Source: an optimization exercise on an open RTL-to-GDS flow (aim: small area). Production flows keep margins and buffers that such runs may drop.
Only simulation tests tie the RTL to the original design; equivalence was not proved.
No activity file was given, so power comes from the tool's default toggle rates.

==> inputs of run a <==
## BombSquad
module BombSquad(user_cred, submit_button, rotate_button, verify_button, clk, rst,
                 timer_sevseg1, timer_sevseg2, timer_sevseg3,
                 puzzle_sevseg1, puzzle_sevseg2, puzzle_sevseg3, puzzle_sevseg4,
                 lcd_on, lcd_en, lcd_flag, led_g, led_r);
export LEC_CHECK = 0
export ABC_AREA = 1
export CAP_MARGIN = 20
export CORE_MARGIN = 2
export CORE_UTILIZATION = 40
export SLEW_MARGIN = 20
create_clock -name core_clock -period 10.0 [get_ports {clk}]
run.sh (not shown) runs the stock make flow with config.mk's settings and CLKGATE_MAP_FILE= SYNTH_SCRIPT=/design/flow/synth_recipe.tcl, a recipe that flattens the netlist after the stock synthesis.
==> inputs of run b, as changes to run a <==
--- a/flow/config.mk
+++ b/flow/config.mk
@@ -9,4 +9,6 @@
 export CAP_MARGIN = 20
 export CORE_MARGIN = 2
-export CORE_UTILIZATION = 40
+export CORE_UTILIZATION = 60
+export CTS_CLUSTER_DIAMETER = 100
+export CTS_CLUSTER_SIZE = 50
 export SLEW_MARGIN = 20
==> comparison table <==
metric	run a	run b
Number of cells in the design after placement	2,185	2,040
Clock buffer cells	19	18
Met3 track demand over resource	3.85%	6.04%
Portion of total power attributed to combinational logic	22.9%	23.1%
Share of cell area taken by flip-flops and latches	26.9%	27.3%
Number of global-route vias before repair	10,700	11,000
Result of the run	finished clean	finished clean
Avg Vias per Cell	5.25	5.82
Worst ir drop on vdd	0.102 mV	0.186 mV
Worst-case hold slack	0.385 ns	0.386 ns
Worst Clk Skew	0.0121 ns	0.0167 ns
Internal power summed over all cells	0.00119 W	0.00118 W
Non-clock buffer contribution to total cell area	7.44%	7.49%
Met2 Use GR	35.9%	55.5%
Fraction of standard cell area in multi-input logic	50.4%	51.1%
Number of rows created at floorplan	61	50
Leakage component of the power	5.87 nW	5.86 nW
Critical register-to-register path endpoint	LEDDriver1.counter[9]$_SDFFE_PN0P_	LEDDriver1.counter[10]$_SDFFE_PN0P_
Detailed Route Iter0 Violations	1,036	1,388

* * *

==> 02-10 <==
Another version of the RTL of BombSquad (not shown whole).
clock: 10.0 ns
lec_check: 0
abc_area: 1
cap_margin: 20
core_margin: 2
core_utilization: 60
cts_buf_list: sky130_fd_sc_hd__clkbuf_8
slew_margin: 20
standard.sh (not shown) runs the stock make flow with config.mk's settings and CLKGATE_MAP_FILE= SYNTH_SCRIPT=/design/flow/synth_recipe.tcl, a recipe that flattens the netlist after the stock synthesis.
==> flow/flow/run.sh <==
#!/bin/bash
# Layout flow: the standard flow (standard synthesis, floorplan, power
# grid, placement, CTS, routing) with two changes:
#  - the port buffers that global placement puts on every input and output
#    are the smallest buffer, sky130_fd_sc_hd__buf_1, instead of the cell
#    buffer_ports picks by default;
#  - clock tree synthesis runs with ORFS's usual arguments plus
#    -dont_use_dummy_load, so it adds no dummy load cells to the clock nets.
set -euo pipefail
export BUFFER_PORTS_ARGS="-buffer_cell sky130_fd_sc_hd__buf_1"
export CTS_ARGS="-sink_clustering_enable -repair_clock_nets -dont_use_dummy_load -buf_list sky130_fd_sc_hd__clkbuf_8"
bash standard.sh finish > standard_flow.log 2>&1
==> 07-16: changes against 02-10 <==
==> flow/run.sh (new file) <==
#!/bin/bash
# synth_recipe.tcl (not shown) runs the flow's synth.tcl, then flattens the netlist and writes it again
# the make line also repeats each setting of config.mk as NAME=value (left out here)
make -C /OpenROAD-flow-scripts/flow DESIGN_CONFIG=/design/flow/config.mk WORK_HOME=/design/flow/orfs CLKGATE_MAP_FILE= SYNTH_SCRIPT=/design/flow/synth_recipe.tcl finish
removed: flow/flow/run.sh
removed: flow/standard.sh
==> summary of the runs <==
Of 07-16 and 02-10, 02-10 has the higher first-iteration DRC count (gap 6.0%, measured against 02-10). Against 02-10, the power of 07-16 is higher by about 11%. Critical path depth: 02-10 is lower than 07-16 (5). Of 02-10 and 07-16, 07-16 has the higher final cell count (gap 1.1%, measured against 07-16). Of 07-16 and 02-10, 02-10 has the higher sequential power (gap about 1%, measured against 02-10). Of 02-10 and 07-16, 07-16 has the higher clock power (gap about 28%, measured against 07-16). Via count: 07-16 is larger than 02-10 (2.1%). In clock-buffer cell count, 02-10 and 07-16 do not differ.
==> figures <==
| quantity | 07-16 | 02-10 |
|---|---|---|
| Capture point of the critical path | lcd_flag[3] | lcd_flag[1] |
| Finished Core Util | 0.692 | 0.643 |
| Power dissipated in combinational cells | 1.12 mW | 1.01 mW |
| Clock share of power | 0.197 | 0.156 |
| Pwr/cell area | 226 nW/µm² | 220 nW/µm² |
| Clock net power | 0.488 mW | 0.351 mW |
| Clk_skew | 0.0155 ns | 0.0241 ns |
| Met1 routing resource usage after global routing | 0.394 | 0.392 |
| Number of gates on the worst path with buffers counted | 15 | 10 |
| Switching Fraction | 0.466 | 0.462 |
| WL met2 | 13.8 mm | 12.5 mm |
| Outcome | complete, no violations | complete, no violations |
| Worst reg2reg path endpoint | LEDDriver1.counter_19_ | LEDDriver1.counter_21_ |
| Worst-case headroom to the max-slew limit | 0.425 | 0.372 |
| Count of plain and timing-repair buffers | 97 | 93 |
| Worst path setup slack after routing | 4.31 ns | 4.40 ns |
| Sequential group share of total power | 0.353 | 0.395 |
| Internal power contribution | 1.32 mW | 1.21 mW |

* * *

==> job 243 <==
Another version of the RTL of BombSquad (not shown whole).
Settings: LEC_CHECK=0, ABC_AREA=1, CAP_MARGIN=20, CORE_MARGIN=2, CORE_UTILIZATION=60, CTS_BUF_LIST=sky130_fd_sc_hd__clkbuf_8, SLEW_MARGIN=20; clock period 10.0 ns.
==> flow/flow/run.sh <==
#!/bin/bash
# Layout flow: the standard flow (standard synthesis, floorplan, power
# grid, placement, CTS, routing) with these changes:
#  - the port buffers that global placement puts on every input and output
#    are the smallest buffer, sky130_fd_sc_hd__buf_1, instead of the cell
#    buffer_ports picks by default;
#  - clock tree synthesis runs with ORFS's usual arguments plus
#    -dont_use_dummy_load, so it adds no dummy load cells to the clock nets;
#  - floorplan removes the buffers that synthesis's ABC mapping inserted
#    (REMOVE_ABC_BUFFERS), leaving buffering to the placement repair steps.
set -euo pipefail
export BUFFER_PORTS_ARGS="-buffer_cell sky130_fd_sc_hd__buf_1"
export REMOVE_ABC_BUFFERS=1
export CTS_ARGS="-sink_clustering_enable -repair_clock_nets -dont_use_dummy_load -buf_list sky130_fd_sc_hd__clkbuf_8"
bash standard.sh finish > standard_flow.log 2>&1
==> job 7077 (differences from job 243) <==
--- a/flow/flow/run.sh
+++ b/flow/flow/run.sh
@@ -11,5 +11,5 @@
 set -euo pipefail
 export BUFFER_PORTS_ARGS="-buffer_cell sky130_fd_sc_hd__buf_1"
 export REMOVE_ABC_BUFFERS=1
-export CTS_ARGS="-sink_clustering_enable -repair_clock_nets -dont_use_dummy_load -buf_list sky130_fd_sc_hd__clkbuf_8"
+export CTS_ARGS="-sink_clustering_enable -repair_clock_nets -dont_use_dummy_load -buf_list sky130_fd_sc_hd__clkbuf_8 -sink_clustering_size 30 -sink_clustering_max_diameter 100"
 bash standard.sh finish > standard_flow.log 2>&1
==> results.rst <==
.. list-table::
   :header-rows: 1

   * - Metric
     - Value
   * - Power in sequential cells
     - 0.754 mW
   * - Synthesized-area fraction occupied by adder cells
     - 7.329%
   * - Clock latency of the later-clocked register in the worst-skew pair
     - 0.46 ns
   * - Combinational gate power
     - 0.500 mW
   * - Critical path buffers and inverters
     - 4
   * - Met3 WL
     - 1890 microns
   * - Critical path launch point type
     - flop
   * - Die outline width
     - 130.2 microns
   * - Classification of the worst-slack hold path
     - reg -> reg
   * - Top layer used by detailed routing
     - met4
   * - Multi-input gates
     - 975
   * - Non-clock inverter total of the final layout
     - 225
   * - Net switching power
     - 0.6222 mW
   * - Die Y
     - 130.2 microns
   * - Met2 demand-to-capacity share in global routing
     - 50.23%
   * - Cell type taking the most area
     - multi-input combinational cells
   * - Outcome
     - timing/DRC/antenna clean
# the run above: job 243

==> results.rst <==
.. list-table::
   :header-rows: 1

   * - Metric
     - Value
   * - Power in sequential cells
     - 0.754 mW
   * - Combinational gate power
     - 0.500 mW
   * - Non-clock inverter total of the final layout
     - 225
   * - Outcome
     - timing/DRC/antenna clean
   * - Die Y
     - 130.2 microns
   * - Cell type taking the most area
     - multi-input combinational cells
   * - Synthesized-area fraction occupied by adder cells
     - 7.329%
   * - Clock latency of the later-clocked register in the worst-skew pair
     - 0.46 ns
   * - Critical path launch point type
     - flop
   * - Met2 demand-to-capacity share in global routing
     - 50.23%
# the run above: job 7077


* * *

==> inputs of umber <==
BombSquad, a different RTL version from the one above (not shown whole).
==> flow/config.mk <==
export PLATFORM = sky130hd
export DESIGN_NAME = BombSquad
export DESIGN_NICKNAME = BombSquad
export VERILOG_FILES = /design/flow/design.v
export SDC_FILE = /design/flow/constraint.sdc
export NUM_CORES = 4
export LEC_CHECK = 0
export ABC_AREA = 1
export CAP_MARGIN = 20
export CORE_MARGIN = 2
export CORE_UTILIZATION = 60
export CTS_BUF_LIST = sky130_fd_sc_hd__clkbuf_8
export SLEW_MARGIN = 20
==> flow/constraint.sdc <==
create_clock -name core_clock -period 10.0 [get_ports {clk}]
set_input_delay 2.0000 -clock core_clock [delete_from_list [all_inputs] [get_ports {clk}]]
set_output_delay 2.0000 -clock core_clock [all_outputs]
set_load 0.01 [all_outputs]
==> flow/flow/run.sh <==
#!/bin/bash
# Layout flow: the standard flow (standard synthesis, floorplan, power
# grid, placement, CTS, routing) with these changes:
#  - the port buffers that global placement puts on every input and output
#    are the smallest buffer, sky130_fd_sc_hd__buf_1, instead of the cell
#    buffer_ports picks by default;
#  - clock tree synthesis runs with ORFS's usual arguments plus
#    -dont_use_dummy_load, so it adds no dummy load cells to the clock nets;
#  - floorplan removes the buffers that synthesis's ABC mapping inserted
#    (REMOVE_ABC_BUFFERS), leaving buffering to the placement repair steps.
set -euo pipefail
export BUFFER_PORTS_ARGS="-buffer_cell sky130_fd_sc_hd__buf_1"
export REMOVE_ABC_BUFFERS=1
export CTS_ARGS="-sink_clustering_enable -repair_clock_nets -dont_use_dummy_load -buf_list sky130_fd_sc_hd__clkbuf_8"
bash standard.sh finish > standard_flow.log 2>&1
==> pepper (differences from umber) <==
==> flow/flow/run.sh (replaced) <==
#!/bin/bash
# Layout flow: the standard flow (standard synthesis, floorplan, power
# grid, placement, CTS, routing) with these changes:
#  - after the standard synthesis, its combinational cells are re-mapped for
#    area by flow/remap.sh (Yosys + ABC); every flip-flop is kept exactly as
#    the standard synthesis made it (name, cell type, connections);
#  - the port buffers that global placement puts on every input and output
#    are the smallest buffer, sky130_fd_sc_hd__buf_1, instead of the cell
#    buffer_ports picks by default;
#  - floorplan removes buffers left from synthesis (REMOVE_ABC_BUFFERS),
#    leaving buffering to the placement repair steps;
#  - clock tree synthesis runs with ORFS's usual arguments plus
#    -dont_use_dummy_load, so it adds no dummy load cells to the clock nets.
# Each tool's output goes to a log file of its own in this folder.
set -euo pipefail
WORK=$(pwd)
ORFS_WORK=$(grep -o "WORK_HOME=[^ ]*" standard.sh | head -1 | cut -d= -f2- | tr -d "'")
R=$ORFS_WORK/results/$FLOW_PLATFORM/BombSquad/base
LIB=$FLOW_HOME/platforms/$FLOW_PLATFORM/lib/sky130_fd_sc_hd__tt_025C_1v80.lib
YOSYS=$FLOW_HOME/../tools/install/yosys/bin/yosys
[ -x "$YOSYS" ] || YOSYS=yosys
export BUFFER_PORTS_ARGS="-buffer_cell sky130_fd_sc_hd__buf_1"
export REMOVE_ABC_BUFFERS=1
export CTS_ARGS="-sink_clustering_enable -repair_clock_nets -dont_use_dummy_load -buf_list sky130_fd_sc_hd__clkbuf_8"
# 1. standard synthesis only
bash standard.sh "$R/1_2_yosys.v" > standard_synth.log 2>&1
# 2. area re-mapping of the combinational logic
cp "$R/1_2_yosys.v" "$R/1_2_yosys_standard.v"
bash flow/remap.sh "$R/1_2_yosys_standard.v" "$R/1_2_yosys_remapped.v" "$LIB" flow/amap.abc "$YOSYS" > remap.log 2>&1
cp "$R/1_2_yosys_remapped.v" "$R/1_2_yosys.v"
touch "$R/1_2_yosys.v" "$R/1_2_yosys.sdc"
# 3. the rest of the standard flow
bash standard.sh finish > standard_flow.log 2>&1
==> flow/flow/amap.abc (new file) <==
strash
dch -f
amap
topo
==> flow/flow/remap.sh (new file) <==
#!/bin/bash
# remap.sh IN.v OUT.v LIB ABCSCRIPT YOSYS
# Re-maps the combinational cells of the standard synthesis's netlist for
# area (ABC script amap.abc), keeping every flip-flop instance exactly as the
# standard synthesis made it: same instance name, cell type, connections and
# Q net name. The combinational cells are flattened into logic, mapped again
# to the platform's cells (minus DONT_USE_CELLS), constants get tie cells and
# pass-through nets buffers, as in ORFS's synthesis.
set -euo pipefail
IN=$1; OUT=$2; LIB=$3; SCR=$4; YOSYS=$5
FLOPS=$(grep -oE "sky130_fd_sc_hd__(s?e?df[a-z]+_[0-9]+)" "$IN" | sort -u | tr '\n' ' ')
DU=""
for c in probe_p_8 probec_p_8 lpflow_bleeder_1 lpflow_clkbufkapwr_1 lpflow_clkbufkapwr_16 lpflow_clkbufkapwr_2 lpflow_clkbufkapwr_4 lpflow_clkbufkapwr_8 lpflow_clkinvkapwr_1 lpflow_clkinvkapwr_16 lpflow_clkinvkapwr_2 lpflow_clkinvkapwr_4 lpflow_clkinvkapwr_8 lpflow_decapkapwr_12 lpflow_decapkapwr_3 lpflow_decapkapwr_4 lpflow_decapkapwr_6 lpflow_decapkapwr_8 lpflow_inputiso0n_1 lpflow_inputiso0p_1 lpflow_inputiso1n_1 lpflow_inputiso1p_1 lpflow_inputisolatch_1 lpflow_isobufsrc_1 lpflow_isobufsrc_16 lpflow_isobufsrc_2 lpflow_isobufsrc_4 lpflow_isobufsrc_8 lpflow_isobufsrckapwr_16 lpflow_lsbuf_lh_hl_isowell_tap_1 lpflow_lsbuf_lh_hl_isowell_tap_2 lpflow_lsbuf_lh_hl_isowell_tap_4 lpflow_lsbuf_lh_isowell_4 lpflow_lsbuf_lh_isowell_tap_1 lpflow_lsbuf_lh_isowell_tap_2 lpflow_lsbuf_lh_isowell_tap_4; do DU="$DU -dont_use sky130_fd_sc_hd__$c"; done
KEEP=""; for f in $FLOPS; do KEEP="$KEEP setattr -mod -set keep_hierarchy 1 $f; setattr -set keep 1 t:$f %x:+[Q,Q_N] t:$f %d;"; done
BB=""; for f in $FLOPS; do BB="$BB blackbox $f;"; done
"$YOSYS" -p "read_liberty -ignore_miss_func $LIB; read_verilog $IN; hierarchy -top BombSquad; $KEEP flatten; $BB opt -purge; abc -liberty $LIB $DU -script $SCR; opt_clean -purge; hilomap -singleton -hicell sky130_fd_sc_hd__conb_1 HI -locell sky130_fd_sc_hd__conb_1 LO; splitnets; insbuf -buf sky130_fd_sc_hd__buf_1 A X; opt_clean -purge; rename -hide w:_*; select BombSquad; write_verilog -noattr -noexpr -nohex -nodec -selected $OUT; tee -o $OUT.stat stat -liberty $LIB"
==> nickel (differences from umber) <==
==> flow/flow/run.sh (replaced) <==
#!/bin/bash
# Layout flow: the standard flow (standard synthesis, floorplan, power
# grid, placement, CTS, routing) with these changes:
#  - after the standard synthesis, its combinational cells are re-mapped for
#    area by flow/remap.sh (Yosys + ABC); every flip-flop is kept exactly as
#    the standard synthesis made it (name, cell type, connections);
#  - the port buffers that global placement puts on every input and output
#    are the smallest buffer, sky130_fd_sc_hd__buf_1, instead of the cell
#    buffer_ports picks by default;
#  - floorplan removes buffers left from synthesis (REMOVE_ABC_BUFFERS),
#    leaving buffering to the placement repair steps;
#  - clock tree synthesis runs with ORFS's usual arguments plus
#    -dont_use_dummy_load, so it adds no dummy load cells to the clock nets.
# Each tool's output goes to a log file of its own in this folder.
set -euo pipefail
WORK=$(pwd)
ORFS_WORK=$(grep -o "WORK_HOME=[^ ]*" standard.sh | head -1 | cut -d= -f2- | tr -d "'")
R=$ORFS_WORK/results/$FLOW_PLATFORM/BombSquad/base
LIB=$FLOW_HOME/platforms/$FLOW_PLATFORM/lib/sky130_fd_sc_hd__tt_025C_1v80.lib
YOSYS=$FLOW_HOME/../tools/install/yosys/bin/yosys
[ -x "$YOSYS" ] || YOSYS=yosys
export BUFFER_PORTS_ARGS="-buffer_cell sky130_fd_sc_hd__buf_1"
export REMOVE_ABC_BUFFERS=1
export CTS_ARGS="-sink_clustering_enable -repair_clock_nets -dont_use_dummy_load -buf_list {sky130_fd_sc_hd__clkbuf_4 sky130_fd_sc_hd__clkbuf_8}"
# 1. standard synthesis only
bash standard.sh "$R/1_2_yosys.v" > standard_synth.log 2>&1
# 2. area re-mapping of the combinational logic
cp "$R/1_2_yosys.v" "$R/1_2_yosys_standard.v"
bash flow/remap.sh "$R/1_2_yosys_standard.v" "$R/1_2_yosys_remapped.v" "$LIB" flow/amap.abc "$YOSYS" > remap.log 2>&1
cp "$R/1_2_yosys_remapped.v" "$R/1_2_yosys.v"
touch "$R/1_2_yosys.v" "$R/1_2_yosys.sdc"
# 3. the rest of the standard flow
bash standard.sh finish > standard_flow.log 2>&1
==> flow/flow/amap.abc (new file) <==
strash
dch -f
amap
topo
==> flow/flow/remap.sh (new file) <==
#!/bin/bash
# remap.sh IN.v OUT.v LIB ABCSCRIPT YOSYS
# Re-maps the combinational cells of the standard synthesis's netlist for
# area (ABC script amap.abc), keeping every flip-flop instance exactly as the
# standard synthesis made it: same instance name, cell type, connections and
# Q net name. The combinational cells are flattened into logic, mapped again
# to the platform's cells (minus DONT_USE_CELLS), constants get tie cells and
# pass-through nets buffers, as in ORFS's synthesis.
set -euo pipefail
IN=$1; OUT=$2; LIB=$3; SCR=$4; YOSYS=$5
FLOPS=$(grep -oE "sky130_fd_sc_hd__(s?e?df[a-z]+_[0-9]+)" "$IN" | sort -u | tr '\n' ' ')
DU=""
for c in probe_p_8 probec_p_8 lpflow_bleeder_1 lpflow_clkbufkapwr_1 lpflow_clkbufkapwr_16 lpflow_clkbufkapwr_2 lpflow_clkbufkapwr_4 lpflow_clkbufkapwr_8 lpflow_clkinvkapwr_1 lpflow_clkinvkapwr_16 lpflow_clkinvkapwr_2 lpflow_clkinvkapwr_4 lpflow_clkinvkapwr_8 lpflow_decapkapwr_12 lpflow_decapkapwr_3 lpflow_decapkapwr_4 lpflow_decapkapwr_6 lpflow_decapkapwr_8 lpflow_inputiso0n_1 lpflow_inputiso0p_1 lpflow_inputiso1n_1 lpflow_inputiso1p_1 lpflow_inputisolatch_1 lpflow_isobufsrc_1 lpflow_isobufsrc_16 lpflow_isobufsrc_2 lpflow_isobufsrc_4 lpflow_isobufsrc_8 lpflow_isobufsrckapwr_16 lpflow_lsbuf_lh_hl_isowell_tap_1 lpflow_lsbuf_lh_hl_isowell_tap_2 lpflow_lsbuf_lh_hl_isowell_tap_4 lpflow_lsbuf_lh_isowell_4 lpflow_lsbuf_lh_isowell_tap_1 lpflow_lsbuf_lh_isowell_tap_2 lpflow_lsbuf_lh_isowell_tap_4; do DU="$DU -dont_use sky130_fd_sc_hd__$c"; done
KEEP=""; for f in $FLOPS; do KEEP="$KEEP setattr -mod -set keep_hierarchy 1 $f; setattr -set keep 1 t:$f %x:+[Q,Q_N] t:$f %d;"; done
BB=""; for f in $FLOPS; do BB="$BB blackbox $f;"; done
"$YOSYS" -p "read_liberty -ignore_miss_func $LIB; read_verilog $IN; hierarchy -top BombSquad; $KEEP flatten; $BB opt -purge; abc -liberty $LIB $DU -script $SCR; opt_clean -purge; hilomap -singleton -hicell sky130_fd_sc_hd__conb_1 HI -locell sky130_fd_sc_hd__conb_1 LO; splitnets; insbuf -buf sky130_fd_sc_hd__buf_1 A X; opt_clean -purge; rename -hide w:_*; select BombSquad; write_verilog -noattr -noexpr -nohex -nodec -selected $OUT; tee -o $OUT.stat stat -liberty $LIB"
==> violet (differences from umber) <==
--- a/flow/flow/run.sh
+++ b/flow/flow/run.sh
@@ -11,5 +11,5 @@
 set -euo pipefail
 export BUFFER_PORTS_ARGS="-buffer_cell sky130_fd_sc_hd__buf_1"
 export REMOVE_ABC_BUFFERS=1
-export CTS_ARGS="-sink_clustering_enable -repair_clock_nets -dont_use_dummy_load -buf_list sky130_fd_sc_hd__clkbuf_8"
+export CTS_ARGS="-repair_clock_nets -dont_use_dummy_load -buf_list sky130_fd_sc_hd__clkbuf_8"
 bash standard.sh finish > standard_flow.log 2>&1
==> notes <==
violet completed with no timing, DRC or antenna violations. nickel ran to the end with no violations. pepper completed with no timing, DRC or antenna violations. umber passed the timing, design-rule and antenna checks. Between umber and nickel, the lower wire length is in nickel (gap about 4.6%, measured against nickel). Worst hold slack is the same in pepper and nickel. Sequential share of layout area is the same in violet and umber. Power is the same in pepper and nickel. Against umber, the clock skew of nickel is lower by 0.011 ns. Against pepper, the combinational power of umber is larger by about 12%.

## what the ideal ports hide
How much do the figures lean on ideal ports? The routed layouts below were timed once more, with nothing changed but the port constraints. Step 1 (the two cells are an assumption about what drives the block):
set clk [get_ports {clk}]
set_driving_cell -lib_cell sky130_fd_sc_hd__clkbuf_16 $clk
set_driving_cell -lib_cell sky130_fd_sc_hd__buf_2 [delete_from_list [all_inputs] $clk]
Step 2 also shifts input and output timing later by t, the mid clock arrival at the registers, as if the neighbouring blocks saw the same clock. Slacks: ideal ports / drivers / drivers and shift; pairs: ideal ports / drivers.
run | shift t [ns] | setup WS [ns] | hold slack, ns | latest minus earliest clock arrival (ns) | pins driven straight from the clock port
run a | 0.480 | 4.689 / 4.641 / 5.121 | 0.385 / 0.385 / 0.385 | 0.012 / 0.012 | 1
run b | 0.475 | 4.576 / 4.530 / 5.005 | 0.386 / 0.386 / 0.386 | 0.019 / 0.020 | 1
02-10 | 0.486 | 4.401 / 4.361 / 4.847 | 0.356 / 0.356 / 0.356 | 0.025 / 0.025 | 1
07-16 | 0.511 | 4.312 / 4.271 / 4.782 | 0.354 / 0.354 / 0.354 | 0.022 / 0.022 | 1
job 243 | 0.471 | 4.282 / 4.243 / 4.714 | 0.354 / 0.354 / 0.354 | 0.051 / 0.052 | 1
job 7077 | 0.471 | 4.282 / 4.243 / 4.714 | 0.354 / 0.354 / 0.354 | 0.051 / 0.052 | 1
umber | 0.475 | 4.360 / 4.319 / 4.794 | 0.363 / 0.363 / 0.363 | 0.043 / 0.043 | 1
pepper | 0.483 | 3.555 / 3.516 / 3.999 | 0.354 / 0.354 / 0.354 | 0.028 / 0.028 | 1
nickel | 0.483 | 3.555 / 3.516 / 3.999 | 0.354 / 0.354 / 0.354 | 0.028 / 0.028 | 1
violet | 0.475 | 4.360 / 4.319 / 4.794 | 0.363 / 0.363 / 0.363 | 0.043 / 0.043 | 1
After both steps setup and hold are still met in every run listed.
